What follows belongs to an exercise in optimizing a design on an open flow for small area, a short achievable clock period and few clock cycles; a production flow would make more cautious choices. RTL that was checked went through simulation tests only; none was proved equivalent to the original. The RTL of runs 7 and 8 was laid out without a check of its function. Power figures rest on the tool's default switching activity, not on a simulated workload.

==> design/flow/design.v <==
module chip #(
    parameter int IN_BYTES  = 7,
    parameter int OUT_BYTES = 6
)(
    input wire clk,
    input wire rst_n,
    input wire in_valid,
    output reg in_ready,
    input  wire [7:0] in_data,
    output reg out_valid,
    input wire out_ready,
    output reg [7:0] out_data
);
    function automatic [7:0] crc8_upd(input [7:0] c, input [7:0] b);
        reg [7:0] t;
        integer i;
        begin
            t = c ^ b;
            for (i = 0; i < 8; i = i + 1)
                t = t[7] ? ((t << 1) ^ 8'h07) : (t << 1);
            crc8_upd = t;
        end
    endfunction
    function automatic [3:0] msb10(input [9:0] v);
        integer j;
        begin
            msb10 = 0;
            for (j = 0; j < 10; j = j + 1)
                if (v[j]) msb10 = j[3:0];
        end
    endfunction
    reg [2:0] icnt;      
    reg [7:0] din;       
    reg       acc_r;     
    reg [7:0] P;         
    reg       sg;        
    reg       dv;        
    reg       dfirst;    
    reg [9:0] S;         
    reg [7:0] Y;         
    reg [7:0] Z;         
    reg [7:0] crc_i;     
    reg       pok;       
    reg       full;      
    localparam [2:0] O_LOAD = 3'd0, O_B0 = 3'd1, O_B1 = 3'd2, O_B2 = 3'd3,
                     O_B3 = 3'd4, O_B4 = 3'd5, O_B5 = 3'd6, O_IDLE = 3'd7;
    reg [2:0] ost;
    reg       lat;       
    reg [3:0] sh;
    reg       ok;
    reg [7:0] crc_o;     
    wire accept = in_valid & in_ready;
    wire ovalid = (ost != O_LOAD) && (ost != O_IDLE);    
    wire fire   = ovalid & out_ready;
    wire k0   = (icnt == 3'd1);
    wire k1   = (icnt == 3'd2);
    wire k4   = (icnt == 3'd5);
    wire k5   = (icnt == 3'd6);
    wire k6   = (icnt == 3'd0);
    wire kodd = (icnt == 3'd2) || (icnt == 3'd4) || (icnt == 3'd6);
    wire       zpair = k5;
    wire [8:0] tsum  = {P[7], P} + {~din[7], ~din} + {8'd0, ~zpair};
    wire [8:0] dnew  = tsum ^ {9{zpair}};
    wire [9:0] s_base = dfirst ? 10'd0 : S;
    wire [9:0] s_new  = s_base + {2'b00, P ^ {8{sg}}} + {9'd0, sg};
    wire [7:0] crc_i_new = crc8_upd(k0 ? 8'h00 : crc_i, din);
    wire       proc6     = acc_r && k6;
    wire ost_end  = ost[2] & ost[1];                        
    wire latch_ok = full && !lat && ost_end;
    wire go       = (lat || latch_ok) && (ost == O_IDLE || (ost == O_B5 && out_ready));
    wire       use_z = ~ost[2] & ost[1];                    
    wire       hi    = ~ost[2] & ~ost[0];                   
    wire [7:0] v     = use_z ? Z : Y;
    wire [16:0] lsrc = {v[7], v, 8'h00};
    wire [16:0] lres = lsrc >> sh;
    wire        hbit = (sh[3] | (sh[2:0] == 3'd7)) ? v[7] : v[sh[2:0]];
    wire [7:0]  vbyte = ~ok ? 8'h00 : hi ? {{7{v[7]}}, hbit} : lres[7:0];
    wire [7:0]  crc_o_new = crc8_upd((ost == O_LOAD) ? 8'h00 : crc_o, vbyte);
    wire [2:0] icnt_inc = (icnt == 3'd6) ? 3'd0 : icnt + 3'd1;
    wire [2:0] icnt_n   = accept ? icnt_inc : icnt;
    wire       full_n   = (full & ~latch_ok) | proc6;
    wire       lat_n    = (lat | latch_ok) & ~go;
    wire [2:0] ost_n    = go ? O_LOAD : (ost == O_LOAD || fire) ? ost + 3'd1 : ost;
    wire on_byte  = (icnt == 3'd1) || (icnt == 3'd4) || (icnt == 3'd6);    
    wire pre_byte = (icnt == 3'd0) || (icnt == 3'd3) || (icnt == 3'd5);    
    wire t1 = (icnt == 3'd0) || (icnt == 3'd1);
    wire t4 = (icnt == 3'd3) || (icnt == 3'd4);
    wire       go0    = (lat || latch_ok) && (ost == O_IDLE);
    wire       go1    = (lat || latch_ok) && ost_end;
    wire       lat_n0 = (lat | latch_ok) & ~go0;
    wire       lat_n1 = (lat | latch_ok) & ~go1;
    wire [2:0] ost_n0 = go0 ? O_LOAD : (ost == O_LOAD) ? O_B0 : ost;
    wire [2:0] ost_n1 = go1 ? O_LOAD : (ost == O_LOAD || ovalid) ? ost + 3'd1 : ost;
    function automatic cond(input ty1, input ty4, input fl, input lt, input [2:0] os);
        if (ty1)      cond = ~fl | (~lt & os[2] & os[1]);    
        else if (ty4) cond = ~lt & (os[2] | os[1]);           
        else          cond = ~lt & os[2];                     
    endfunction
    wire c0 = cond(t1, t4, full_n, lat_n0, ost_n0);
    wire c1 = cond(t1, t4, full_n, lat_n1, ost_n1);
    wire c  = out_ready ? c1 : c0;
    wire ready_n = c | ~(on_byte | pre_byte) | (on_byte & accept) | (pre_byte & ~accept);
    always @(posedge clk) begin
        din <= in_data;
        if (!rst_n) begin
            icnt      <= 3'd0;
            acc_r     <= 1'b0;
            dv        <= 1'b0;
            full      <= 1'b0;
            lat       <= 1'b0;
            ost       <= O_IDLE;
            out_valid <= 1'b0;
            in_ready  <= 1'b1;
        end else begin
            icnt     <= icnt_n;
            acc_r    <= accept;
            full     <= full_n;
            lat      <= lat_n;
            ost      <= ost_n;
            in_ready <= ready_n;
            dv       <= acc_r & kodd;
            if (ost == O_LOAD) out_valid <= 1'b1;
            else if (fire && ost == O_B5) out_valid <= 1'b0;
        end
        if (acc_r) begin
            crc_i <= crc_i_new;
            if (k6) pok <= (crc_i_new == 8'h00);
            if (kodd) begin
                P      <= dnew[7:0];
                sg     <= dnew[8];
                dfirst <= k1;
            end else begin
                P      <= din;
            end
            if (k4) Y <= P;
            if (k6) Z <= P;
        end
        if (dv) S <= s_new;
        if (latch_ok) begin
            sh <= msb10(S);
            ok <= pok;
        end
        if (ost == O_LOAD) begin
            out_data <= vbyte;
            crc_o    <= crc_o_new;
        end else if (fire) begin
            case (ost)
                O_B0, O_B1, O_B2: out_data <= vbyte;
                O_B3:             out_data <= crc_o;
                O_B4:             out_data <= ok ? 8'h01 : 8'h02;
                default:          ;
            endcase
            if (ost == O_B0 || ost == O_B1 || ost == O_B2) crc_o <= crc_o_new;
        end
    end
endmodule
==> design/flow/flow/run.sh <==
#!/bin/bash
# Standard ORFS layout (the standard.sh: unchanged synthesis, floorplan,
# power grid, placement, CTS and routing) with a tighter setup target for the
# timing repair steps, so that the resizer also shortens paths that already
# meet the 10 ns clock. The constraints (constraint.sdc) are not changed.
# make's full output goes to standard_make.log; each ORFS step keeps its own
# log under orfs/logs/.
set -euo pipefail
bash standard.sh SETUP_SLACK_MARGIN=7.0 "BUFFER_PORTS_ARGS=-buffer_cell sky130_fd_sc_hd__buf_1" "CTS_ARGS=-sink_clustering_enable -repair_clock_nets -dont_use_dummy_load -buf_list {sky130_fd_sc_hd__clkbuf_4 sky130_fd_sc_hd__clkbuf_8}" finish > standard_make.log 2>&1
==> design/flow/standard.sh <==
#!/bin/bash
# synth_recipe.tcl (not shown) runs the flow's synth.tcl, then flattens the netlist and writes it again
# the make line also repeats each setting of config.mk as NAME=value (left out here)
make -C /OpenROAD-flow-scripts/flow DESIGN_CONFIG=/design/flow/config.mk WORK_HOME=/design/flow/orfs CLKGATE_MAP_FILE= SYNTH_SCRIPT=/design/flow/synth_recipe.tcl "${@:-finish}"
==> design/flow/config.mk <==
export PLATFORM = sky130hd
export DESIGN_NAME = chip
export DESIGN_NICKNAME = chip
export VERILOG_FILES = /design/flow/design.v
export SDC_FILE = /design/flow/constraint.sdc
export NUM_CORES = 4
export LEC_CHECK = 0
export CAP_MARGIN = 20
export CORE_MARGIN = 2
export CORE_UTILIZATION = 65
export CTS_BUF_LIST = sky130_fd_sc_hd__clkbuf_4 sky130_fd_sc_hd__clkbuf_8
export SLEW_MARGIN = 20
==> design/flow/constraint.sdc <==
create_clock -name core_clock -period 10.0 [get_ports {clk}]
set_input_delay 2.0000 -clock core_clock [delete_from_list [all_inputs] [get_ports {clk}]]
set_output_delay 2.0000 -clock core_clock [all_outputs]
set_load 0.01 [all_outputs]
==> flow_summary_export.csv, run 1 <==
group,metric,value,unit
global_routing,grt.total_usage,25.46,%
route,wl_per_cell,16.27,um
route,vias,3761,
setup_path,cp_cell_sequence,"buf_1",
route,first_pass_iters,5,
setup_path,slowest_stage,"dfxtp_1",
setup_path,cp_slowest_stage_delay,0.39,ns
placed_design,portBuffers,21,
global_routing,globalRouteOverflowTotal,0,
clocking,htreeDepth,3,
clocking,insertion_delay,0.36,ns
setup_path,crit_required,8.00,ns
setup_path,cp_max_fo,4,
timing,finalClockSkew,0.02144,ns
floorplan,core_area,0.008093,mm2
clocking,cts.path.max_buffers,2,
route,final_antenna_net_count,0,
global_routing,antenna_found_initial,0,
setup_path,crit_type,"reg2out",
route,wirelength,10.48,mm
timing,slew_headroom,42.21,%
logic_synthesis,syn_area,0.005373,mm2
final_layout,drive_gt1_share,6.865,%
clocking,cts_buffers,9,
floorplan,die_area,0.009009,mm2
logic_synthesis,synth-edff-count,66,
floorplan,die_x,94.92,um
timing,finalSetupViolCount,0,
timing,fmax,0.3440,GHz
global_routing,grt_pass1_wl,17.50,mm
min_path,hold_path_class,"reg2reg",
logic_synthesis,synth_seq_area_share,44.34,%
setup_path,crit_family,"flip-flops",
power,total_power,1.188,mW
logic_synthesis,ys_warn_count,1,
logic_synthesis,yosys-top-cells-area,"edfxtp_1, xnor2_1, dfxtp_1, ha_1, xor2_1",
setup_path,end_kind,"primary output",
logic_synthesis,synth_top_cell_by_area,"edfxtp_1",
placed_design,postPlaceCellArea,0.005483,mm2
floorplan,initial_utilization,66.39,%
global_routing,grt_pass1_vias,3671,
final_layout,syn2layout_area_growth,5.682,%
setup_path,cp.arrival,0.91,ns
placed_design,place_congestion,0.8500,
timing,hold_viol,0,
route,drc,0,
power,worst_ir_drop_vdd,0.1578,mV
clocking,clock_sinks,86,
timing,fin_crit_sh,29.07,%
logic_synthesis,netlist.area_leader.share,36.89,%
power,p_per_area,209.2,mW/mm2
final_layout,num_antenna_cells,0,
setup_path,crit_buf_inv,1,
clocking,ctsRootBufferMaster,"clkbuf_8",
logic_synthesis,syn_area_per_cell,10.18,um2
final_layout,stdcell_area,0.005678,mm2
flow_run,max_cap_viol_count,0,
clocking,clk_pin_slew_worst_paths,0.08,ns
floorplan,ios,22,
power,p_leak,2.241,nW
placed_design,dp_hpwl,7.714,mm
final_layout,n_fill_cell,636,
logic_synthesis,synth_seq_cells,86,
global_routing,grt_max_degree,20,
floorplan,fp-row-count,33,
timing,hold_ws,0.4475,ns
clocking,cts_tree,"built",
logic_synthesis,synth_cell_types,64,
logic_synthesis,synth_fp_nets,565,
final_layout,final_nets,578,
logic_synthesis,async_reset_ff_share,0,%
timing,worst_pin_slew,0.8636,ns
setup_path,start_kind,"flop",
logic_synthesis,synth_flop_cell,"edfxtp_1",
timing,rsz0062_at_grt,"false",
logic_synthesis,netlist_instances,528,
timing,finalSetupTns,0,ns
timing,maxSlewViolCount,0,
timing,period_minus_slack,2.907,ns
route,drt_iter0_markers,200,
outcome,status,"timing/DRC/antenna clean",
route,viasPerCell,5.840,
floorplan,die_h,94.92,um
cell usage in the layout (no fill, tap or decap), types with 3 or more instances in the layout:
cell type,netlist,final
buf_4,0,3
xnor2_2,0,3
a21o_1,8,8
xnor2_1,48,45
nand3_1,10,10
a21oi_1,23,23
inv_1,26,26
and2_1,5,5
nor2_1,33,33
a31oi_1,5,5
mux2_2,3,3
nor3_1,4,4
a22oi_1,3,3
clkbuf_8,0,9
a211oi_1,4,4
nand2b_1,5,5
edfxtp_1,66,66
buf_1,1,21
ha_1,23,23
mux4_2,3,3
o21bai_1,4,4
dfxtp_1,20,18
nand2_1,62,62
and3_1,6,6
xor2_1,27,27
o21ai_0,35,35
nor2b_1,15,15
mux2i_1,20,19
final cells by class:
class	instances	area [um2]	share of cell area (%)
Clock buffer	9	123.9	2.182
Multi-Input combinational cell	393	2819	49.65
Timing Repair Buffer	25	121.4	2.137
Sequential cell	86	2385	42.00
Inverter	26	97.59	1.719
Tap cell	105	131.4	2.314
worst register-to-register path: stages (launching register included):
cell	delay [ns]
dfxtp_2	0.52
nand2b_4	0.31
mux4_1	0.64
nand2_1	0.10
o221a_2	0.18
o21ai_1	0.09
xor2_1	0.19
xnor2_1	0.37
xnor2_1	0.14
worst paths after layout:
| path | from | to | slack, ns | depth (start not counted) |
|---|---|---|---|---|
| worst max-delay path | in_ready | in_ready | 7.09 | 1 |
| worst min-delay path | pok | ok | 0.45 | 0 |
| worst max register to register | ost[2] | crc_o[1] | 7.21 | 8 |
| worst min register to register | pok | ok | 0.45 | 0 |
cell usage after synthesis, drive strengths merged, types with 3 or more instances:
library cell  count
inv              26
o21bai            4
o21ai            37
ha               23
a211oi            4
a22oi             3
and2              6
o21a              3
a21oi            24
edfxtp           66
xnor2            48
nor2b            15
buf               7
xor2             28
and3              6
dfxtp            20
mux4              4
mux2i            20
nand2            62
nor3              4
a21o              8
a31oi             5
nand3            10
nand2b            6
clkbuf           16
nor2             33
mux2              5
cells by family (layout without fill, tap and decap cells):
| family | after synthesis | count (layout) | synth area share, % |
|---|---|---|---|
| xor+xnor | 76 | 76 | 12.53 |
| buf+inv | 49 | 60 | 4.029 |
| fa+ha+maj | 25 | 25 | 6.102 |
| flops | 86 | 86 | 44.34 |
| simple gates | 154 | 154 | 13.53 |
| compound gates | 109 | 109 | 12.81 |
| mux | 29 | 29 | 6.660 |
registers in the layout (all words and copies together) (netlist names):
name and flops:
out_data 8, sh 4, icnt 3, full 1
acc_r 1, Y 8, crc_i 8, ok 1
Z 8, sg 1, pok 1, dfirst 1
in_ready 1, dv 1, S 10, ost 3
lat 1, din 8, out_valid 1, crc_o 8
P 8
power by group:
| group | leakage [nW] | switching, mW | internal [mW] | total [mW] |
|---|---|---|---|---|
| Sequential | 0.772 | 0.0442 | 0.464 | 0.508 |
| Combinational | 1.40 | 0.275 | 0.213 | 0.488 |
| Clock | 0.0647 | 0.111 | 0.0806 | 0.191 |
metrics by stage:
stage               cells  worst slack [ns]  utilization (%)
global route          644             7.019            70.16
detailed placement    631             6.760            67.75
finish                644             7.093            70.16
CTS                   644             7.006            69.82
global placement      631             6.836            67.75
floorplan             528             7.072                -
per-layer routing:
metal	track usage, %	wire, um
met1	33.02	4611
met2	43.09	5271
met3	4.070	447
met4	9.420	146
met5	0	0
timing repair:
| action | in CTS | in global routing |
|---|---|---|
| endpoints found under the setup margin | 6 | 8 |
| buffers inserted | 4 | 0 |
| pin swaps | 1 | 0 |
| hold buffers | 0 | 0 |
| gates resized for setup | 1 | 5 |
| hold endpoints to repair | 0 | 0 |
Testbench counts, summed over its fixed seeds: cycles 2,760.
==> run 2, diff against run 1 <==
--- a/design/flow/config.mk
+++ b/design/flow/config.mk
@@ -11,2 +11,3 @@
 export CTS_BUF_LIST = sky130_fd_sc_hd__clkbuf_4 sky130_fd_sc_hd__clkbuf_8
+export PLACE_DENSITY = 0.75
 export SLEW_MARGIN = 20
==> flow_summary_export.csv, run 2 <==
group,metric,value,unit
outcome,status,"timing/DRC/antenna clean",
placed_design,dp_hpwl,7.618,mm
setup_path,cp.arrival,0.87,ns
final_layout,n_fill_cell,662,
setup_path,cp_max_fo,4,
timing,period_minus_slack,2.872,ns
floorplan,initial_utilization,66.39,%
setup_path,crit_buf_inv,1,
route,drc,0,
route,viasPerCell,5.910,
route,wirelength,10.31,mm
setup_path,slowest_stage,"dfxtp_1",
logic_synthesis,synthMostInstantiatedCell,"edfxtp_1",
final_layout,largest_register,"S",
global_routing,grt.met1_usage,32.79,%
timing,setup_ws,7.128,ns
logic_synthesis,syn_area,0.005373,mm2
timing,rsz0062_at_grt,"false",
global_routing,grt.busiest_layer,"met2",
global_routing,grt_pass1_vias,3600,
logic_synthesis,synth-edff-count,66,
clocking,insertion_delay,0.35,ns
placed_design,dp_slack,6.796,ns
logic_synthesis,netlist.area_leader.share,36.89,%
final_layout,drive_gt1_share,6.667,%
global_routing,globalRouteOverflowTotal,0,
clocking,ctsRootBufferMaster,"clkbuf_8",
final_layout,stdcell_area,0.005674,mm2
placed_design,place_congestion,0.9077,
power,p_leak,2.245,nW
route,vias,3812,
setup_path,cp_cell_sequence,"buf_1",
logic_synthesis,synth.top_cells.by_count,"edfxtp_1, nand2_1, xnor2_1",
final_layout,final_nets,579,
timing,slew_headroom,40.50,%
logic_synthesis,synth_fp_nets,565,
clocking,hold_buffers,0,
setup_path,start_kind,"flop",
placed_design,portBuffers,21,
timing,maxSlewViolCount,0,
power,total_power,1.175,mW
timing,finalSetupTns,0,ns
global_routing,grt_pass1_wl,17.04,mm
setup_path,end_kind,"primary output",
floorplan,core_area,0.008093,mm2
floorplan,die_area,0.009009,mm2
flow_run,max_cap_viol_count,0,
logic_synthesis,yosys-top-cells-area,"edfxtp_1, xnor2_1, dfxtp_1, ha_1, xor2_1",
route,wl_per_cell,15.98,um
floorplan,ios,22,
clocking,htreeDepth,3,
global_routing,antenna_found_initial,0,
final_layout,syn2layout_area_growth,5.612,%
final_layout,num_antenna_cells,0,
global_routing,grt_max_degree,20,
min_path,hold_path_class,"reg2reg",
timing,finalSetupViolCount,0,
setup_path,crit_type,"reg2out",
clocking,cts_tree,"built",
timing,worst_pin_slew,0.8912,ns
logic_synthesis,synth_seq_cells,86,
final_layout,largest_reg_flops,10,
clocking,cts_buffers,9,
logic_synthesis,netlist_instances,528,
placed_design,postPlaceCellArea,0.005483,mm2
setup_path,cp_slowest_stage_delay,0.36,ns
power,p_per_area,207.1,mW/mm2
clocking,clk_pin_slew_worst_paths,0.08,ns
global_routing,gr-usage-met2,40.37,%
logic_synthesis,ys_warn_count,1,
timing,hold_viol,0,
timing,finalClockSkew,0.01986,ns
floorplan,die_h,94.92,um
route,drt_iter0_markers,237,
floorplan,die_x,94.92,um
timing,fmax,0.3482,GHz
setup_path,crit_family,"flip-flops",
logic_synthesis,synth_flop_cell,"edfxtp_1",
power,worst_ir_drop_vdd,0.1423,mV
logic_synthesis,synth_seq_area_share,44.34,%
route,final_antenna_net_count,0,
timing,fin_crit_sh,28.72,%
clocking,clock_sinks,86,
logic_synthesis,async_reset_ff_share,0,%
setup_path,crit_required,8.00,ns
logic_synthesis,synth_top_cell_by_area,"edfxtp_1",
logic_synthesis,syn_area_per_cell,10.18,um2
final_layout,layout_common_cells,"edfxtp_1, nand2_1, xnor2_1",
floorplan,fp-row-count,33,
clocking,cts.path.max_buffers,2,
logic_synthesis,synth_cell_types,64,
final_layout,final_common_cell,"edfxtp_1",
global_routing,met3_usage,4.150,%
global_routing,grt.total_usage,24.38,%
route,first_pass_iters,5,
[run 2: cell counts after synthesis]
Identical to the previous run, type by type.
[run 2: power by group]
part           internal [mW]  leakage (nW)  total (mW)  switching, mW
clock network         0.0807        0.0647       0.189          0.108
registers              0.464         0.772       0.507         0.0429
logic                  0.209          1.41       0.479          0.270
total                  0.754          2.24        1.18          0.421
[run 2: logic make-up after synthesis]
logic type,Yosys count,share of synthesized area (%)
and+or+nand+nor,154,13.53
AOI/OAI and AO/OA,109,12.81
DFF,86,44.34
xor gates and xnor gates,76,12.53
buffers and inverters,49,4.029
muxes,29,6.660
adders and majority gates,25,6.102
[run 2: final timing paths]
| check | end | slack, ns | from | depth (start not counted) |
|---|---|---|---|---|
| setup / recovery | in_ready | 7.13 | in_ready | 1 |
| hold / removal | ok | 0.41 | pok | 0 |
| setup reg to reg | crc_o[2] | 7.18 | ost[2] | 8 |
| hold reg to reg | ok | 0.41 | pok | 0 |
[run 2: per-stage QoR]
step | cells | hold slack, ns | utilization, %
after floorplan | 528 | 0.4003 | -
after global placement | 631 | 0.4072 | 67.75
after detailed placement | 631 | 0.4045 | 67.75
after CTS | 645 | 0.4154 | 69.91
after global routing | 645 | 0.4428 | 70.11
final | 645 | 0.4099 | 70.11
[run 2: repair_timing]
| action | in CTS | in global routing |
|---|---|---|
| pin swaps | 1 | 0 |
| buffers inserted | 5 | 0 |
| endpoints found under the setup margin | 9 | 5 |
| resized for setup | 1 | 4 |
[run 2: cell type report]
type	count	area, um2	share of cell area, %
Inverter	26	97.59	1.720
Multi-Input combinational cell	393	2808	49.48
Tap cell	105	131.4	2.315
Sequential cell	86	2385	42.03
Clock buffer	9	123.9	2.183
Timing Repair Buffer	26	128.9	2.271
[run 2: per-layer routing]
| metal | share of wire, % | vias up |
|---|---|---|
| li1 | - | 1893 |
| met1 | 46 | 1802 |
| met2 | 49 | 103 |
| met3 | 3.6 | 14 |
| met4 | 1.9 | 0 |
| met5 | 0 | - |
==> run 3, diff against run 2 <==
--- a/design/flow/config.mk
+++ b/design/flow/config.mk
@@ -13 +13,2 @@
 export SLEW_MARGIN = 20
+export TNS_END_PERCENT = 100
==> flow_summary_export.csv, run 3 <==
group,metric,value,unit
logic_synthesis,synth_top_cell_by_area,"edfxtp_1",
floorplan,initial_utilization,66.39,%
timing,fin_crit_sh,28.72,%
timing,fmax,0.3482,GHz
logic_synthesis,synth_cell_types,64,
route,first_pass_iters,5,
timing,finalSetupTns,0,ns
setup_path,cp_slowest_stage_delay,0.36,ns
power,intPower,753.8,uW
global_routing,globalRouteOverflowTotal,0,
final_layout,layout_common_cells,"edfxtp_1, nand2_1, xnor2_1",
global_routing,antenna_found_initial,0,
setup_path,slowest_stage,"dfxtp_1",
min_path,worst_hold_startpoint,"pok",
timing,maxSlewViolCount,0,
power,p_per_area,207.1,mW/mm2
route,wirelength,10.31,mm
clocking,insertion_delay,0.35,ns
clocking,cts_buffers,9,
setup_path,cp_cell_sequence,"buf_1",
clocking,ctsRootBufferMaster,"clkbuf_8",
logic_synthesis,synth_flop_cell,"edfxtp_1",
floorplan,die_x,94.92,um
setup_path,worstReg2RegEnd,"crc_o[2]",
min_path,whs_path_depth,0,
route,final_antenna_net_count,0,
power,p_comb_share,40.8,%
route,drc,0,
global_routing,grt.total_usage,24.38,%
logic_synthesis,synth_fp_nets,565,
final_layout,num_antenna_cells,0,
setup_path,crit_required,8.00,ns
final_layout,final_common_cell,"edfxtp_1",
logic_synthesis,synth-edff-count,66,
setup_path,crit_family,"flip-flops",
floorplan,core_area,0.008093,mm2
power,netSwitchingFraction,35.86,%
logic_synthesis,synth_seq_area_share,44.34,%
setup_path,cp_max_fo,4,
setup_path,cp.arrival,0.87,ns
clocking,clock_sinks,86,
final_layout,final_nets,579,
clocking,cts.path.max_buffers,2,
power,p_clk_share,16.1,%
timing,finalSetupViolCount,0,
timing,worst_pin_slew,0.8912,ns
flow_run,max_cap_viol_count,0,
clocking,htreeDepth,3,
final_layout,final_util,70.11,%
placed_design,portBuffers,21,
timing,hold_viol,0,
placed_design,place_congestion,0.9077,
power,p_seq_share,43.1,%
timing,slew_headroom,40.50,%
clocking,hold_buffers,0,
power,p_switching,421.5,uW
timing,rsz0062_at_grt,"false",
global_routing,grt_max_degree,20,
final_layout,largest_reg_flops,10,
power,total_power,1.175,mW
final_layout,drive_gt1_share,6.667,%
setup_path,r2r_setup_slack,7.18,ns
logic_synthesis,ys_warn_count,1,
setup_path,start_kind,"flop",
logic_synthesis,synthMostInstantiatedCell,"edfxtp_1",
clocking,cts_tree,"built",
logic_synthesis,yosys-top-cells-area,"edfxtp_1, xnor2_1, dfxtp_1, ha_1, xor2_1",
setup_path,crit_buf_inv,1,
global_routing,grt_pass1_vias,3600,
route,drt_iter0_markers,237,
route,vias,3812,
floorplan,die_h,94.92,um
setup_path,crit_type,"reg2out",
setup_path,worstRegToRegCells,8,
min_path,hold_path_class,"reg2reg",
logic_synthesis,syn_area_per_cell,10.18,um2
logic_synthesis,syn_area,0.005373,mm2
timing,setup_ws,7.128,ns
floorplan,ios,22,
final_layout,syn2layout_area_growth,5.612,%
timing,period_minus_slack,2.872,ns
route,viasPerCell,5.910,
timing,finalClockSkew,0.01986,ns
placed_design,dp_hpwl,7.618,mm
power,worst_ir_drop_vdd,0.1423,mV
logic_synthesis,synth.top_cells.by_count,"edfxtp_1, nand2_1, xnor2_1",
clocking,clk_pin_slew_worst_paths,0.08,ns
setup_path,end_kind,"primary output",
logic_synthesis,synth_seq_cells,86,
final_layout,largest_register,"S",
logic_synthesis,netlist_instances,528,
timing,hold_ws,0.4099,ns
placed_design,dp_slack,6.796,ns
global_routing,grt_pass1_wl,17.04,mm
route,wl_per_cell,15.98,um
min_path,hold-path-endpoint,"ok",
outcome,status,"timing/DRC/antenna clean",
floorplan,fp-row-count,33,
setup_path,worstReg2RegStart,"ost[2]",
power,p_leak,2.245,nW
floorplan,die_area,0.009009,mm2
logic_synthesis,async_reset_ff_share,0,%
logic_synthesis,netlist.area_leader.share,36.89,%
-- run 3: power groups by stage --
stage	sequential (mW)	clock [mW]	combinational (mW)
floorplan	0.494	0	0.405
global placement	0.515	0	0.453
detailed placement	0.517	0	0.464
CTS	0.506	0.194	0.475
global route	0.514	0.205	0.535
finish	0.507	0.189	0.479
-- run 3: cell families after synthesis --
group	synth area share [%]
buf+inv	4.029
xor+xnor	12.53
flops	44.34
simple gates	13.53
mux	6.660
fa+ha+maj	6.102
compound gates	12.81
-- run 3: layout make-up --
class | instances | area (um2)
fillers | 662 | 2419
multi-input cells | 393 | 2808
flip-flops and latches | 86 | 2385
clock buffers | 9 | 123.9
inverters | 26 | 97.59
repair buffers | 26 | 128.9
well taps | 105 | 131.4
-- run 3: repair_timing --
item / in CTS / in global routing
setup buffers: 5 / 0
endpoints found under the setup margin: 9 / 5
gates resized for setup: 1 / 4
pin swaps: 1 / 0
gates cloned: 0 / 0
-- run 3: routing by layer --
| metal | wire length (um) | global-route usage, % | share of wire [%] |
|---|---|---|---|
| met2 | 5044 | 40.37 | 49 |
| met4 | 198 | 7.850 | 1.9 |
| met1 | 4692 | 32.79 | 46 |
| met5 | 0 | 0 | 0 |
| met3 | 369 | 4.150 | 3.6 |
-- run 3: per-stage QoR --
stage | instances | area [um2]
3_5_place_dp | 631 | 5483
4_1_cts | 645 | 5658
6_report | 645 | 5674
5_1_grt | 645 | 5674
3_3_place_gp | 631 | 5483
2_1_floorplan | 528 | 5391
-- run 3: worst max-delay path by stage --
stage	endpoint	cells after the start	slack [ns]	from
floorplan	out_data[0]	3	7.07	out_ready
global placement	out_data[0]	4	6.84	out_ready
detailed placement	out_data[1]	4	6.80	out_ready
CTS	pok	8	7.08	icnt[1]
global route	in_ready	7	7.02	in_valid
finish	in_ready	1	7.13	in_ready
==> run 4, diff against run 3 <==
--- a/design/flow/config.mk
+++ b/design/flow/config.mk
@@ -11,4 +11,4 @@
 export CTS_BUF_LIST = sky130_fd_sc_hd__clkbuf_4 sky130_fd_sc_hd__clkbuf_8
+export GPL_TIMING_DRIVEN = 0
 export PLACE_DENSITY = 0.75
 export SLEW_MARGIN = 20
-export TNS_END_PERCENT = 100
==> flow_summary_export.csv, run 4 <==
group,metric,value,unit
clocking,cts.path.max_buffers,2,
clocking,htreeDepth,3,
route,final_antenna_net_count,0,
outcome,status,"timing/DRC/antenna clean",
logic_synthesis,synth_top_cell_by_area,"edfxtp_1",
logic_synthesis,synthAdderAreaFrac,6.102,%
final_layout,num_antenna_cells,0,
timing,hold_viol,0,
floorplan,die_x,94.92,um
final_layout,final_nets,597,
timing,fmax,0.3394,GHz
floorplan,core_area,0.008093,mm2
global_routing,grt.busiest_layer,"met2",
timing,fin_crit_sh,29.46,%
logic_synthesis,synth_top_family_by_area,"simple AND/OR/NAND/NOR gates",
logic_synthesis,async_reset_ff_share,0,%
logic_synthesis,synth_seq_cells,86,
global_routing,grt_pass1_wl,17.83,mm
logic_synthesis,synth_seq_area_share,44.34,%
clocking,clock_sinks,86,
setup_path,crit_buf_inv,2,
logic_synthesis,synth_flop_cell,"edfxtp_1",
floorplan,initial_utilization,66.39,%
setup_path,cp.arrival,2.96,ns
flow_run,max_cap_viol_count,0,
power,p_per_area,208.0,mW/mm2
global_routing,grt.total_usage,25.59,%
logic_synthesis,syn_area_per_cell,10.18,um2
min_path,hold_path_class,"reg2reg",
route,wirelength,10.76,mm
setup_path,cp_slowest_stage_delay,0.39,ns
logic_synthesis,synth_xor_area_share,12.53,%
clocking,cts_buffers,9,
final_layout,layout_common_cells,"edfxtp_1, nand2_1, xnor2_1",
global_routing,grt.met1_usage,33.93,%
power,p_leak,2.260,nW
logic_synthesis,syn_area,0.005373,mm2
global_routing,gr-usage-met2,43.03,%
floorplan,fp-row-count,33,
logic_synthesis,synthMostInstantiatedCell,"edfxtp_1",
route,wl_per_cell,16.24,um
final_layout,fin_cells,663,
setup_path,end_kind,"flop",
global_routing,grt_max_degree,20,
timing,rsz0062_at_grt,"false",
timing,worst_pin_slew,0.8507,ns
logic_synthesis,synth_fp_nets,565,
floorplan,die_h,94.92,um
final_layout,final_common_cell,"edfxtp_1",
placed_design,portBuffers,21,
route,viasPerCell,5.894,
logic_synthesis,ys_warn_count,1,
timing,hold_ws,0.4518,ns
route,vias,3908,
setup_path,slowest_stage,"a21boi_4",
logic_synthesis,synth_mux_area_share,6.660,%
global_routing,globalRouteOverflowTotal,0,
final_layout,largest_reg_flops,10,
final_layout,drive_gt1_share,6.093,%
clocking,ctsRootBufferMaster,"clkbuf_8",
setup_path,cp_max_fo,8,
timing,period_minus_slack,2.946,ns
logic_synthesis,yosys-top-cells-area,"edfxtp_1, xnor2_1, dfxtp_1, ha_1, xor2_1",
logic_synthesis,synth-simple-area-share,13.53,%
logic_synthesis,synth_compound_area_share,12.81,%
setup_path,crit_required,10.01,ns
logic_synthesis,netlist_instances,528,
clocking,clk_pin_slew_worst_paths,0.08,ns
clocking,hold_buffers,0,
power,worst_ir_drop_vdd,0.1663,mV
clocking,post_cts_resized,0,
global_routing,grt_pass1_vias,3696,
timing,finalClockSkew,0.01939,ns
route,first_pass_iters,4,
route,drt_iter0_markers,204,
global_routing,antenna_found_initial,0,
floorplan,die_area,0.009009,mm2
final_layout,final_util,70.76,%
setup_path,start_kind,"input port",
clocking,cts_setup_buffers,0,
clocking,insertion_delay,0.36,ns
placed_design,place_congestion,0.8788,
logic_synthesis,synth_cell_types,64,
final_layout,largest_register,"S",
floorplan,ios,22,
clocking,cts_tree,"built",
final_layout,syn2layout_area_growth,6.591,%
timing,finalSetupViolCount,0,
logic_synthesis,netlist.area_leader.share,36.89,%
logic_synthesis,synth.top_cells.by_count,"edfxtp_1, nand2_1, xnor2_1",
placed_design,placed_cells,654,
timing,maxSlewViolCount,0,
logic_synthesis,synth-edff-count,66,
setup_path,cp_cell_sequence,"buf_1, inv_1, o22ai_2, a21boi_4",
setup_path,crit_family,"compound AO/OA/AOI/OAI gates",
timing,slew_headroom,43.21,%
setup_path,crit_type,"in2reg",
placed_design,dp_hpwl,8.166,mm
power,total_power,1.191,mW
route,drc,0,
timing,finalSetupTns,0,ns
global_routing,met3_usage,3.751,%
run 4: metal layers:
layer  up-vias  share of wire (%)
met4         0                1.9
met3        21                4.2
met1      1853                 44
met2       110                 50
li1       1924                  -
met5         -                  0
run 4: final cells by class:
class                           count  area [um2]
Buffer                             23       120.1
Clock buffer                        9       123.9
Fill cell                         631        2366
Inverter                           26       97.59
Multi-Input combinational cell    393        2793
Sequential cell                    86        2382
Tap cell                          105       131.4
Timing Repair Buffer               21       78.83
run 4: logic make-up after synthesis:
family / count (synthesis)
and+or+nand+nor: 154
AOI/OAI and AO/OA: 109
DFF: 86
xor gates and xnor gates: 76
buffers and inverters: 49
muxes: 29
adders and majority gates: 25
run 4: report_power, final:
part	total [mW]	internal, mW	switching, mW	leakage (nW)
clock network	0.193	0.0808	0.112	0.0647
registers	0.490	0.463	0.0273	0.772
logic	0.508	0.215	0.293	1.42
run 4: metrics by stage:
step	setup WS (ns)	area, um2
detailed placement	6.714	5602
finish	7.054	5727
global placement	6.782	5602
CTS	7.076	5725
global route	7.001	5727
floorplan	7.072	5391
run 4: worst paths after layout:
check | startpoint | end | slack (ns) | depth (start not counted)
min | pok | ok | 0.45 | 0
max reg2reg | P[0] | sg | 7.17 | 10
min reg2reg | pok | ok | 0.45 | 0
max | out_ready | out_data[5] | 7.05 | 4
==> run 5, diff against run 4 <==
--- a/design/flow/config.mk
+++ b/design/flow/config.mk
@@ -8,2 +8,4 @@
 export CAP_MARGIN = 20
+export CELL_PAD_IN_SITES_DETAIL_PLACEMENT = 0
+export CELL_PAD_IN_SITES_GLOBAL_PLACEMENT = 0
 export CORE_MARGIN = 2
@@ -11,3 +13,2 @@
 export CTS_BUF_LIST = sky130_fd_sc_hd__clkbuf_4 sky130_fd_sc_hd__clkbuf_8
-export GPL_TIMING_DRIVEN = 0
 export PLACE_DENSITY = 0.75
==> flow_summary_export.csv, run 5 <==
group,metric,value,unit
timing,fmax,0.3482,GHz
setup_path,crit_required,8.00,ns
placed_design,dp_hpwl,7.618,mm
final_layout,syn2layout_area_growth,5.612,%
timing,worst_pin_slew,0.8912,ns
clocking,hold_buffers,0,
clocking,ctsRootBufferMaster,"clkbuf_8",
logic_synthesis,async_reset_ff_share,0,%
floorplan,core_area,0.008093,mm2
final_layout,final_common_cell,"edfxtp_1",
global_routing,met3_usage,4.150,%
power,p_per_area,207.1,mW/mm2
timing,finalSetupViolCount,0,
timing,finalSetupTns,0,ns
final_layout,drive_gt1_share,6.667,%
logic_synthesis,synth_seq_area_share,44.34,%
global_routing,grt.busiest_layer,"met2",
power,worst_ir_drop_vdd,0.1423,mV
logic_synthesis,synth-edff-count,66,
route,vias,3812,
clocking,cts.path.max_buffers,2,
global_routing,grt.met1_usage,32.79,%
floorplan,initial_utilization,66.39,%
logic_synthesis,synth_top_cell_by_area,"edfxtp_1",
power,p_leak,2.245,nW
global_routing,globalRouteOverflowTotal,0,
flow_run,max_cap_viol_count,0,
min_path,hold_path_class,"reg2reg",
logic_synthesis,synthMostInstantiatedCell,"edfxtp_1",
logic_synthesis,syn_area,0.005373,mm2
route,viasPerCell,5.910,
setup_path,crit_family,"flip-flops",
global_routing,grt_pass1_vias,3600,
floorplan,die_area,0.009009,mm2
route,wirelength,10.31,mm
logic_synthesis,synth_cell_types,64,
logic_synthesis,syn_area_per_cell,10.18,um2
final_layout,largest_reg_flops,10,
outcome,status,"timing/DRC/antenna clean",
setup_path,start_kind,"flop",
logic_synthesis,yosys-top-cells-area,"edfxtp_1, xnor2_1, dfxtp_1, ha_1, xor2_1",
clocking,cts_tree,"built",
power,total_power,1.175,mW
route,drc,0,
setup_path,crit_buf_inv,1,
clocking,insertion_delay,0.35,ns
global_routing,grt_pass1_wl,17.04,mm
placed_design,place_congestion,0.9077,
floorplan,ios,22,
final_layout,final_nets,579,
setup_path,crit_type,"reg2out",
placed_design,portBuffers,21,
setup_path,cp_slowest_stage_delay,0.36,ns
setup_path,end_kind,"primary output",
global_routing,gr-usage-met2,40.37,%
final_layout,layout_common_cells,"edfxtp_1, nand2_1, xnor2_1",
global_routing,grt_max_degree,20,
setup_path,cp.arrival,0.87,ns
global_routing,antenna_found_initial,0,
floorplan,fp-row-count,33,
timing,period_minus_slack,2.872,ns
clocking,htreeDepth,3,
route,first_pass_iters,5,
logic_synthesis,synth_seq_cells,86,
logic_synthesis,netlist_instances,528,
final_layout,final_util,70.11,%
timing,finalClockSkew,0.01986,ns
timing,hold_viol,0,
clocking,clock_sinks,86,
logic_synthesis,synth_fp_nets,565,
logic_synthesis,synth.top_cells.by_count,"edfxtp_1, nand2_1, xnor2_1",
logic_synthesis,synth_flop_cell,"edfxtp_1",
logic_synthesis,ys_warn_count,1,
timing,fin_crit_sh,28.72,%
final_layout,n_fill_cell,662,
route,final_antenna_net_count,0,
floorplan,die_h,94.92,um
setup_path,cp_cell_sequence,"buf_1",
global_routing,grt.total_usage,24.38,%
floorplan,die_x,94.92,um
final_layout,largest_register,"S",
clocking,clk_pin_slew_worst_paths,0.08,ns
setup_path,slowest_stage,"dfxtp_1",
logic_synthesis,netlist.area_leader.share,36.89,%
route,wl_per_cell,15.98,um
timing,slew_headroom,40.50,%
placed_design,postPlaceCellArea,0.005483,mm2
timing,maxSlewViolCount,0,
clocking,cts_buffers,9,
route,drt_iter0_markers,237,
final_layout,num_antenna_cells,0,
setup_path,cp_max_fo,4,
timing,rsz0062_at_grt,"false",
final_layout,stdcell_area,0.005674,mm2
## run 5: cell types whose count changed in the layout (fill, tap and decap cells not counted), sizes merged
| cell | change |
|---|---|
| buf | -2 |
| clkbuf | -16 |
## run 5: cells by family (layout without fill, tap and decap cells)
family | Yosys count | in the layout | share of synthesized area, %
flip-flops | 86 | 86 | 44.34
AND/OR/NAND/NOR | 154 | 154 | 13.53
XOR/XNOR | 76 | 76 | 12.53
AO/OA/AOI/OAI | 109 | 109 | 12.81
adder cells (fa/ha/maj) | 25 | 25 | 6.102
buffers and inverters | 49 | 61 | 4.029
multiplexers | 29 | 29 | 6.660
## run 5: where the power goes
| group | switching (mW) | internal, mW |
|---|---|---|
| Combinational | 0.270 | 0.209 |
| Clock | 0.108 | 0.0807 |
| Sequential | 0.0429 | 0.464 |
| Total | 0.421 | 0.754 |
## run 5: what timing repair did
item                                    4_1_cts  5_1_grt
pin swaps                                     1        0
buffers inserted                              5        0
resized for setup                             1        4
endpoints found under the setup margin        9        5
## run 5: per-layer routing
layer | wire length, um | share of wire [%] | up-vias
met5 | 0 | 0 | -
met2 | 5044 | 49 | 103
li1 | - | - | 1893
met1 | 4692 | 46 | 1802
met3 | 369 | 3.6 | 14
met4 | 198 | 1.9 | 0
## run 5: layout make-up
cell class,instances,area (um2),area share (%)
tap,105,131.4,2.315
timing repair buffer,26,128.9,2.271
sequential,86,2385,42.03
clock buffer,9,123.9,2.183
multi-input combinational,393,2808,49.48
inverter,26,97.59,1.720
## run 5: per-stage QoR
stage               setup WS (ns)  cells  hold slack [ns]
finish                      7.128    645           0.4099
global route                7.022    645           0.4428
CTS                         7.083    645           0.4154
detailed placement          6.796    631           0.4045
global placement            6.840    631           0.4072
floorplan                   7.072    528           0.4003
## run 5: path summary, 6_finish.rpt
path	from	endpoint	slack, ns	depth (start not counted)
worst min register to register	pok	ok	0.41	0
worst max-delay path	in_ready	in_ready	7.13	1
worst min-delay path	pok	ok	0.41	0
worst max register to register	ost[2]	crc_o[2]	7.18	8
==> run 6, diff against run 5 <==
--- a/design/flow/config.mk
+++ b/design/flow/config.mk
@@ -8,6 +8,4 @@
 export CAP_MARGIN = 20
-export CELL_PAD_IN_SITES_DETAIL_PLACEMENT = 0
-export CELL_PAD_IN_SITES_GLOBAL_PLACEMENT = 0
 export CORE_MARGIN = 2
-export CORE_UTILIZATION = 65
+export CORE_UTILIZATION = 55
 export CTS_BUF_LIST = sky130_fd_sc_hd__clkbuf_4 sky130_fd_sc_hd__clkbuf_8
==> flow_summary_export.csv, run 6 <==
group,metric,value,unit
outcome,status,"timing/DRC/antenna clean",
final_layout,stdcell_area,0.005694,mm2
floorplan,die_x,102.8,um
placed_design,dp_hpwl,7.598,mm
clocking,cts_buffers,9,
logic_synthesis,ys_warn_count,1,
timing,setup_ws,7.089,ns
route,wirelength,10.20,mm
floorplan,die_area,0.01058,mm2
setup_path,cp_cell_sequence,"buf_1",
logic_synthesis,synth_flop_cell,"edfxtp_1",
clocking,cts.path.max_buffers,2,
power,p_per_area,206.8,mW/mm2
final_layout,fin_cells,671,
logic_synthesis,synth.top_cells.by_count,"edfxtp_1, nand2_1, xnor2_1",
route,first_pass_iters,5,
final_layout,n_fill_cell,833,
route,vias,3752,
route,drt_iter0_markers,174,
final_layout,final_util,59.07,%
logic_synthesis,netlist_instances,528,
placed_design,portBuffers,21,
clocking,clock_sinks,86,
global_routing,grt.total_usage,20.22,%
route,drc,0,
floorplan,ios,22,
setup_path,crit_buf_inv,1,
clocking,insertion_delay,0.34,ns
clocking,ctsRootBufferMaster,"clkbuf_8",
final_layout,layout_common_cells,"edfxtp_1, nand2_1, xnor2_1",
timing,slew_headroom,43.88,%
setup_path,cp.arrival,0.91,ns
logic_synthesis,synth-edff-count,66,
final_layout,largest_register,"S",
min_path,hold_path_class,"reg2reg",
setup_path,start_kind,"flop",
timing,period_minus_slack,2.911,ns
final_layout,num_antenna_cells,0,
setup_path,cp_slowest_stage_delay,0.41,ns
route,wl_per_cell,15.20,um
timing,hold_viol,0,
global_routing,antenna_found_initial,0,
placed_design,postPlaceCellArea,0.005518,mm2
timing,finalSetupViolCount,0,
placed_design,place_congestion,0.8676,
power,p_leak,2.235,nW
placed_design,placed_cells,659,
timing,worst_pin_slew,0.8407,ns
logic_synthesis,syn_area,0.005373,mm2
clocking,htreeDepth,3,
setup_path,crit_type,"reg2out",
logic_synthesis,syn_area_per_cell,10.18,um2
timing,hold_ws,0.4144,ns
global_routing,globalRouteOverflowTotal,0,
logic_synthesis,synth_cell_types,64,
flow_run,max_cap_viol_count,0,
clocking,cts_tree,"built",
route,viasPerCell,5.592,
logic_synthesis,netlist.area_leader.share,36.89,%
setup_path,end_kind,"primary output",
floorplan,die_h,102.8,um
timing,finalClockSkew,0.02035,ns
floorplan,initial_utilization,55.74,%
final_layout,final_nets,577,
final_layout,final_common_cell,"edfxtp_1",
global_routing,grt_pass1_vias,3636,
route,final_antenna_net_count,0,
logic_synthesis,synth_seq_area_share,44.34,%
power,total_power,1.178,mW
setup_path,slowest_stage,"dfxtp_1",
logic_synthesis,yosys-top-cells-area,"edfxtp_1, xnor2_1, dfxtp_1, ha_1, xor2_1",
final_layout,largest_reg_flops,10,
timing,finalSetupTns,0,ns
global_routing,grt_pass1_wl,16.66,mm
final_layout,drive_gt1_share,6.320,%
logic_synthesis,synth_top_cell_by_area,"edfxtp_1",
timing,fin_crit_sh,29.11,%
setup_path,crit_family,"flip-flops",
timing,maxSlewViolCount,0,
logic_synthesis,synth_fp_nets,565,
timing,rsz0062_at_grt,"false",
floorplan,fp-row-count,36,
power,worst_ir_drop_vdd,0.1767,mV
clocking,clk_pin_slew_worst_paths,0.08,ns
logic_synthesis,synthMostInstantiatedCell,"edfxtp_1",
final_layout,syn2layout_area_growth,5.985,%
placed_design,dp_slack,6.800,ns
clocking,hold_buffers,0,
logic_synthesis,synth_seq_cells,86,
timing,fmax,0.3435,GHz
global_routing,grt_max_degree,20,
floorplan,core_area,0.009639,mm2
logic_synthesis,async_reset_ff_share,0,%
setup_path,cp_max_fo,4,
setup_path,crit_required,8.00,ns
==> run 6: repair_timing <==
item,CTS,global route
endpoints found under the setup margin,6,5
resized for setup,1,3
setup buffers,3,0
pin swaps,1,0
==> run 6: worst register-to-register path: stages, from the launching register on <==
cell      delay [ns]
dfxtp_2         0.52
nand2b_4        0.31
mux2_2          0.40
or3_1           0.35
a21oi_1         0.18
a31oi_1         0.09
xor2_1          0.36
xnor2_1         0.23
xnor2_1         0.12
==> run 6: where the power goes <==
part           leakage [nW]  internal, mW  switching, mW
registers             0.772         0.464         0.0436
clock network        0.0647        0.0807          0.105
logic                  1.40         0.210          0.274
==> run 6: final timing paths <==
check	startpoint	to	slack, ns	cells past startpoint
worst max register to register	ost[2]	crc_o[3]	7.18	8
worst min-delay path	pok	ok	0.41	0
worst min register to register	pok	ok	0.41	0
worst max-delay path	in_ready	in_ready	7.09	1
==> run 6: metal layers <==
| layer | part of all wire, % | wire length [um] | GRT usage, % | vias up |
|---|---|---|---|---|
| met4 | 1.1 | 113 | 6.883 | 0 |
| met1 | 45 | 4608 | 25.70 | 1793 |
| met3 | 3.4 | 343 | 3.458 | 8 |
| met2 | 50 | 5131 | 35.09 | 68 |
| li1 | - | - | - | 1883 |
| met5 | 0 | 0 | 0 | - |
==> run 6: logic make-up after synthesis <==
| family | Yosys count | share of synthesized area, % |
|---|---|---|
| AND/OR/NAND/NOR | 154 | 13.53 |
| AO/OA/AOI/OAI | 109 | 12.81 |
| flip-flops | 86 | 44.34 |
| XOR/XNOR | 76 | 12.53 |
| buffers and inverters | 49 | 4.029 |
| multiplexers | 29 | 6.660 |
| adder cells (fa/ha/maj) | 25 | 6.102 |
==> run 6: area by class of cell <==
| class | instances | area (um2) | area share (%) |
|---|---|---|---|
| Inverter | 26 | 97.59 | 1.714 |
| Tap cell | 133 | 166.4 | 2.922 |
| Timing Repair Buffer | 24 | 113.9 | 2.000 |
| Clock buffer | 9 | 123.9 | 2.175 |
| Sequential cell | 86 | 2385 | 41.88 |
| Multi-Input combinational cell | 393 | 2808 | 49.31 |
==> run 7, diff against run 6 <==
--- a/design/flow/design.v
+++ b/design/flow/design.v
@@ -129,4 +129,2 @@
                 P      <= dnew[7:0];
-                sg     <= dnew[8];
-                dfirst <= k1;
             end else begin
@@ -137,2 +135,4 @@
         end
+        sg     <= dnew[8];
+        dfirst <= k1;
         if (dv) S <= s_new;
--- a/design/flow/config.mk
+++ b/design/flow/config.mk
@@ -9,3 +9,3 @@
 export CORE_MARGIN = 2
-export CORE_UTILIZATION = 55
+export CORE_UTILIZATION = 65
 export CTS_BUF_LIST = sky130_fd_sc_hd__clkbuf_4 sky130_fd_sc_hd__clkbuf_8
==> flow_summary_export.csv, run 7 <==
group,metric,value,unit
final_layout,fin_cells,653,
clocking,clock_sinks,86,
logic_synthesis,synth_seq_cells,86,
logic_synthesis,synthMostInstantiatedCell,"edfxtp_1",
global_routing,grt_max_degree,21,
route,wl_per_cell,16.56,um
timing,finalSetupViolCount,0,
global_routing,grt_pass1_wl,17.80,mm
timing,maxSlewViolCount,0,
route,wirelength,10.81,mm
setup_path,worstReg2RegStart,"ost[1]",
flow_run,max_cap_viol_count,0,
power,total_power,1.234,mW
final_layout,final_nets,587,
clocking,cts_tree,"built",
clocking,clk_pin_slew_worst_paths,0.08,ns
timing,hold_viol,0,
clocking,insertion_delay,0.37,ns
logic_synthesis,syn_area_per_cell,10.12,um2
final_layout,final_common_cell,"edfxtp_1",
setup_path,slowest_stage,"dfxtp_1",
floorplan,core_area,0.008134,mm2
route,first_pass_iters,5,
logic_synthesis,syn_area,0.005423,mm2
setup_path,crit_buf_inv,1,
final_layout,largest_reg_flops,10,
route,final_antenna_net_count,0,
min_path,hold_path_class,"reg2reg",
outcome,status,"timing/DRC/antenna clean",
placed_design,postPlaceCellArea,0.005542,mm2
global_routing,grt_pass1_vias,3675,
floorplan,die_x,95.34,um
setup_path,cp_cell_sequence,"buf_1",
global_routing,antenna_found_initial,0,
setup_path,crit_required,8.00,ns
clocking,htreeDepth,3,
timing,slew_headroom,42.10,%
floorplan,initial_utilization,66.67,%
timing,finalSetupTns,0,ns
route,viasPerCell,5.942,
route,vias,3880,
floorplan,fp-row-count,33,
final_layout,stdcell_area,0.005787,mm2
global_routing,globalRouteOverflowTotal,0,
logic_synthesis,ys_warn_count,1,
power,p_leak,2.211,nW
route,drc,0,
setup_path,crit_path_start,"out_valid",
global_routing,grt.total_usage,25.65,%
setup_path,crit_type,"reg2out",
route,drt_iter0_markers,264,
setup_path,cp.arrival,0.88,ns
final_layout,drive_gt1_share,8.759,%
logic_synthesis,yosys-top-cells-area,"edfxtp_1, xnor2_1, dfxtp_1, ha_1, xor2_1",
placed_design,portBuffers,21,
clocking,hold_buffers,0,
logic_synthesis,netlist.area_leader.share,35.44,%
setup_path,crit_family,"flip-flops",
final_layout,layout_common_cells,"edfxtp_1, nand2_1, xnor2_1",
placed_design,placed_cells,637,
clocking,ctsRootBufferMaster,"clkbuf_8",
floorplan,ios,22,
floorplan,die_area,0.009089,mm2
timing,finalClockSkew,0.02688,ns
setup_path,end_kind,"primary output",
clocking,cts.path.max_buffers,2,
setup_path,cp_slowest_stage_delay,0.35,ns
min_path,worst_hold_startpoint,"pok",
timing,rsz0062_at_grt,"false",
final_layout,syn2layout_area_growth,6.714,%
logic_synthesis,synth_fp_nets,573,
logic_synthesis,synth_seq_area_share,43.56,%
final_layout,num_antenna_cells,0,
floorplan,die_h,95.34,um
timing,fin_crit_sh,28.79,%
timing,fmax,0.3474,GHz
timing,worst_pin_slew,0.8674,ns
placed_design,dp_hpwl,7.625,mm
setup_path,cp_max_fo,3,
clocking,cts_buffers,9,
power,worst_ir_drop_vdd,0.1344,mV
logic_synthesis,synth_flop_cell,"edfxtp_1",
final_layout,n_fill_cell,589,
logic_synthesis,synth_cell_types,59,
logic_synthesis,synth_top_cell_by_area,"edfxtp_1",
logic_synthesis,synth.top_cells.by_count,"edfxtp_1, nand2_1, xnor2_1",
logic_synthesis,netlist_instances,536,
final_layout,largest_register,"S",
logic_synthesis,synth-edff-count,64,
timing,period_minus_slack,2.879,ns
placed_design,place_congestion,0.8677,
logic_synthesis,async_reset_ff_share,0,%
setup_path,start_kind,"flop",
power,p_per_area,213.3,mW/mm2
[run 7: cell types whose count changed in the layout (fill, tap and decap cells not counted), moves of 4 or more]
cell	change
o21ai_0	-12
o21ai_1	+10
a21oi_1	-6
a211oi_1	-4
a31oi_1	+4
mux2_2	+4
mux2i_1	-4
nand2_1	-4
nor2_1	+4
xnor2_1	+4
[run 7: cell type report]
| type | count | area [um2] | area share, % |
|---|---|---|---|
| clock buffers | 9 | 123.9 | 2.141 |
| flip-flops and latches | 86 | 2366 | 40.89 |
| repair buffers | 27 | 148.9 | 2.573 |
| inverters | 23 | 86.33 | 1.492 |
| multi-input cells | 403 | 2930 | 50.64 |
| well taps | 105 | 131.4 | 2.270 |
[run 7: power by group]
| part | switching (mW) | internal [mW] |
|---|---|---|
| sequential | 0.0537 | 0.465 |
| combinational | 0.281 | 0.244 |
| clock | 0.111 | 0.0806 |
[run 7: worst paths after layout]
| check | end | slack, ns | depth (start not counted) |
|---|---|---|---|
| hold / removal | ok | 0.43 | 0 |
| hold reg to reg | ok | 0.43 | 0 |
| setup / recovery | out_valid | 7.12 | 1 |
| setup reg to reg | crc_o[2] | 7.17 | 8 |
[run 7: timing repair]
| action | 4_1_cts | 5_1_grt |
|---|---|---|
| gates cloned | 0 | 1 |
| gates resized for setup | 2 | 6 |
| setup buffers | 2 | 4 |
| endpoints found under the hold margin | 0 | 0 |
| pin swaps | 1 | 0 |
| setup endpoints to repair | 15 | 18 |
[run 7: routing by layer]
| metal | GRT usage, % | vias up | routed length (um) |
|---|---|---|---|
| li1 | - | 1916 | - |
| met2 | 40.73 | 120 | 5218 |
| met3 | 3.399 | 16 | 543 |
| met5 | 0 | - | 0 |
| met1 | 35.71 | 1828 | 4826 |
| met4 | 10.51 | 0 | 225 |
[run 7: kinds of logic (layout without fill, tap and decap cells)]
family	after synthesis	in the layout	share of synthesized area (%)
and+or+nand+nor	164	165	14.42
AOI/OAI and AO/OA	104	104	12.23
DFF	86	86	43.56
xor gates and xnor gates	79	79	12.90
buffers and inverters	48	59	3.738
muxes	30	30	7.107
adders and majority gates	25	25	6.045
[run 7: metrics by stage]
| stage | util [%] | worst slack, ns | hold slack (ns) |
|---|---|---|---|
| final | 71.14 | 7.121 | 0.4321 |
| after global routing | 71.14 | 7.016 | 0.4560 |
| after CTS | 69.93 | 6.910 | 0.4301 |
| after detailed placement | 68.13 | 6.468 | 0.4147 |
| after global placement | 68.13 | 6.563 | 0.4098 |
| after floorplan | - | 7.081 | 0.4003 |
==> run 8, diff against run 7 <==
--- a/design/flow/design.v
+++ b/design/flow/design.v
@@ -23,8 +23,8 @@
     endfunction
-    function automatic [3:0] msb10(input [9:0] v);
+    function automatic [3:0] lshift10(input [9:0] v);
         integer j;
         begin
-            msb10 = 0;
+            lshift10 = 4'd9;
             for (j = 0; j < 10; j = j + 1)
-                if (v[j]) msb10 = j[3:0];
+                if (v[j]) lshift10 = 4'd9 - j[3:0];
         end
@@ -48,3 +48,3 @@
     reg       lat;       
-    reg [3:0] sh;
+    reg [3:0] m;         
     reg       ok;
@@ -73,6 +73,4 @@
     wire [7:0] v     = use_z ? Z : Y;
-    wire [16:0] lsrc = {v[7], v, 8'h00};
-    wire [16:0] lres = lsrc >> sh;
-    wire        hbit = (sh[3] | (sh[2:0] == 3'd7)) ? v[7] : v[sh[2:0]];
-    wire [7:0]  vbyte = ~ok ? 8'h00 : hi ? {{7{v[7]}}, hbit} : lres[7:0];
+    wire [17:0] lres = {8'd0, v[7], v[7], v} << m;
+    wire [7:0]  vbyte = ~ok ? 8'h00 : hi ? {{7{v[7]}}, lres[9]} : lres[8:1];
     wire [7:0]  crc_o_new = crc8_upd((ost == O_LOAD) ? 8'h00 : crc_o, vbyte);
@@ -129,2 +127,4 @@
                 P      <= dnew[7:0];
+                sg     <= dnew[8];
+                dfirst <= k1;
             end else begin
@@ -135,7 +135,5 @@
         end
-        sg     <= dnew[8];
-        dfirst <= k1;
         if (dv) S <= s_new;
         if (latch_ok) begin
-            sh <= msb10(S);
+            m  <= lshift10(S);
             ok <= pok;
--- a/design/flow/config.mk
+++ b/design/flow/config.mk
@@ -11,3 +11,2 @@
 export CTS_BUF_LIST = sky130_fd_sc_hd__clkbuf_4 sky130_fd_sc_hd__clkbuf_8
-export PLACE_DENSITY = 0.75
 export SLEW_MARGIN = 20
==> flow_summary_export.csv, run 8 <==
group,metric,value,unit
setup_path,worstRegToRegCells,8,
route,final_antenna_net_count,0,
clocking,hold_buffers,0,
timing,rsz0062_at_grt,"false",
setup_path,crit_buf_inv,1,
setup_path,cp_num_cells,4,
final_layout,layout_common_cells,"edfxtp_1, xnor2_1, nand2_1",
global_routing,grt_pass1_vias,3762,
logic_synthesis,synth_cell_types,61,
floorplan,die_area,0.009027,mm2
outcome,status,"timing/DRC/antenna clean",
power,worst_ir_drop_vdd,0.1505,mV
timing,slew_headroom,42.04,%
clocking,cts_buffers,9,
route,drt_iter0_markers,208,
timing,finalSetupViolCount,0,
route,wirelength,10.50,mm
min_path,hold_path_class,"reg2reg",
logic_synthesis,synth_top_cell_by_area,"edfxtp_1",
power,p_clk_share,16.0,%
power,p_leak,2.151,nW
timing,fmax,0.3427,GHz
setup_path,worstReg2RegStart,"icnt[0]",
logic_synthesis,synth_seq_area_share,44.25,%
min_path,hold-path-endpoint,"ok",
global_routing,grt_max_degree,20,
logic_synthesis,synth_seq_cells,86,
final_layout,largest_reg_flops,10,
floorplan,fp-row-count,33,
setup_path,cp_max_fo,8,
logic_synthesis,synth_fp_nets,550,
final_layout,final_util,69.90,%
setup_path,cp_slowest_stage_delay,0.39,ns
timing,worst_pin_slew,0.8682,ns
floorplan,ios,22,
floorplan,die_x,95.01,um
setup_path,cp_cell_sequence,"buf_1, nor2_1, o21ai_2, a21boi_4",
final_layout,syn2layout_area_growth,5.601,%
clocking,insertion_delay,0.35,ns
timing,hold_viol,0,
global_routing,grt_pass1_wl,17.77,mm
placed_design,place_congestion,0.8529,
clocking,cts.path.max_buffers,2,
min_path,whs_path_depth,0,
power,p_per_area,205.9,mW/mm2
min_path,worst_hold_startpoint,"pok",
final_layout,final_nets,565,
logic_synthesis,synth.top_cells.by_count,"edfxtp_1, xnor2_1, nand2_1",
power,netSwitchingFraction,35.01,%
placed_design,postPlaceCellArea,0.005488,mm2
setup_path,cp.arrival,2.93,ns
timing,hold_ws,0.4151,ns
clocking,clk_pin_slew_worst_paths,0.06,ns
timing,period_minus_slack,2.918,ns
logic_synthesis,ys_warn_count,1,
power,p_comb_share,40.6,%
logic_synthesis,syn_area,0.005384,mm2
logic_synthesis,yosys-top-cells-area,"edfxtp_1, xnor2_1, dfxtp_1, ha_1, xor2_1",
final_layout,num_antenna_cells,0,
logic_synthesis,netlist_instances,513,
placed_design,dp_hpwl,7.852,mm
placed_design,portBuffers,21,
logic_synthesis,netlist.area_leader.share,36.81,%
final_layout,regArea,0.002387,mm2
setup_path,slowest_stage,"a21boi_4",
final_layout,largest_register,"S",
logic_synthesis,syn_area_per_cell,10.49,um2
global_routing,globalRouteOverflowTotal,0,
setup_path,crit_family,"compound AO/OA/AOI/OAI gates",
floorplan,initial_utilization,66.19,%
power,intPower,760.8,uW
route,wl_per_cell,16.64,um
setup_path,r2r_setup_slack,7.15,ns
setup_path,worstReg2RegEnd,"pok",
final_layout,final_common_cell,"edfxtp_1",
final_layout,stdcell_area,0.005685,mm2
logic_synthesis,synth-edff-count,66,
logic_synthesis,async_reset_ff_share,0,%
floorplan,die_h,95.01,um
timing,maxSlewViolCount,0,
route,first_pass_iters,6,
timing,fin_crit_sh,29.18,%
clocking,htreeDepth,3,
global_routing,grt.total_usage,25.43,%
final_layout,multi_input_area,0.002828,mm2
setup_path,end_kind,"flop",
logic_synthesis,synthMostInstantiatedCell,"edfxtp_1",
power,total_power,1.171,mW
flow_run,max_cap_viol_count,0,
floorplan,core_area,0.008134,mm2
logic_synthesis,synth_flop_cell,"edfxtp_1",
clocking,clock_sinks,86,
timing,finalClockSkew,0.02762,ns
final_layout,n_fill_cell,638,
power,p_seq_share,43.4,%
setup_path,crit_required,10.01,ns
route,vias,3725,
route,drc,0,
final_layout,drive_gt1_share,8.175,%
timing,finalSetupTns,0,ns
setup_path,crit_type,"in2reg",
power,p_switching,409.9,uW
setup_path,start_kind,"input port",
clocking,ctsRootBufferMaster,"clkbuf_8",
clocking,cts_tree,"built",
route,viasPerCell,5.903,
global_routing,antenna_found_initial,0,
-- run 8: worst max-delay path by stage --
stage                        endpoint  startpoint  slack [ns]
after floorplan              crc_o[0]   out_ready        7.05
after global placement       crc_o[5]   out_ready        6.69
after detailed placement           sg     icnt[1]        6.64
after CTS                 out_data[2]   out_ready        7.01
after global routing              pok     icnt[0]        7.01
final                     out_data[0]   out_ready        7.08
-- run 8: final cells by class --
cell class	count	area share (%)
Inverter	23	1.518
Multi-Input combinational cell	382	49.74
Sequential cell	86	41.99
Timing Repair Buffer	26	2.267
Clock buffer	9	2.179
Tap cell	105	2.311
-- run 8: cell families after synthesis --
kind of cell / count (synthesis) / synth area share [%]
buf+inv: 45 / 3.788
simple gates: 152 / 13.87
mux: 22 / 6.205
compound gates: 97 / 11.53
fa+ha+maj: 25 / 6.089
flops: 86 / 44.25
xor+xnor: 86 / 14.27
-- run 8: metrics by stage --
stage | worst slack (ns) | std cells
3_5_place_dp | 6.639 | 617
3_3_place_gp | 6.692 | 617
2_1_floorplan | 7.048 | 513
6_report | 7.082 | 631
4_1_cts | 7.009 | 630
5_1_grt | 7.006 | 631
-- run 8: metal layers --
metal / up-vias / GRT usage (%) / wire length, um
li1: 1831 / - / -
met1: 1794 / 32.62 / 4585
met2: 82 / 45.04 / 5352
met3: 18 / 3.478 / 395
met4: 0 / 7.367 / 168
met5: - / 0 / 0
-- run 8: repair_timing --
item | CTS | global route
hold endpoints to repair | 0 | 0
setup endpoints to repair | 11 | 18
pin swaps | 1 | 1
gates resized for setup | 2 | 5
setup buffers | 4 | 1
-- run 8: power groups by stage --
stage / Combinational, mW / Sequential [mW] / Clock [mW]
global route: 0.532 / 0.515 / 0.205
global placement: 0.435 / 0.513 / 0
floorplan: 0.405 / 0.488 / 0
CTS: 0.467 / 0.508 / 0.190
finish: 0.476 / 0.508 / 0.187
detailed placement: 0.450 / 0.515 / 0

[separate check: timing with driven ports]
No port has a modelled driver above. Below, the same layouts with a new extraction and two added sets of constraints.
Step 1 sets driving cells, clkbuf_16 on the clock port and buf_2 on the other inputs (assumed; they add their load-dependent delay and slew).
Step 2, shift: input delay + t, output delay - t, t = (earliest + latest rising clock arrival at the registers) / 2. This alone moves slack from input paths to output paths.
Three values: ideal ports, drivers, drivers and shift; two values: the first two.
run	t (ns)	slack for setup (ns)	cell pins on the clock port's net
run 1	0.386	7.093 / 7.061 / 6.781	1
run 2	0.371	7.128 / 7.096 / 6.774	1
run 3	0.371	7.128 / 7.096 / 6.774	1
run 4	0.378	7.054 / 7.063 / 6.685	1
run 5	0.371	7.128 / 7.096 / 6.774	1
run 6	0.366	7.089 / 7.055 / 6.812	1
run 7	0.396	7.121 / 7.086 / 6.750	1
run 8	0.370	7.082 / 7.092 / 6.722	1
After both steps setup and hold are still met in every run listed. For run 7, which loses most, drivers alone change the setup slack by -0.035 ns; drivers and shift together by -0.371 ns.
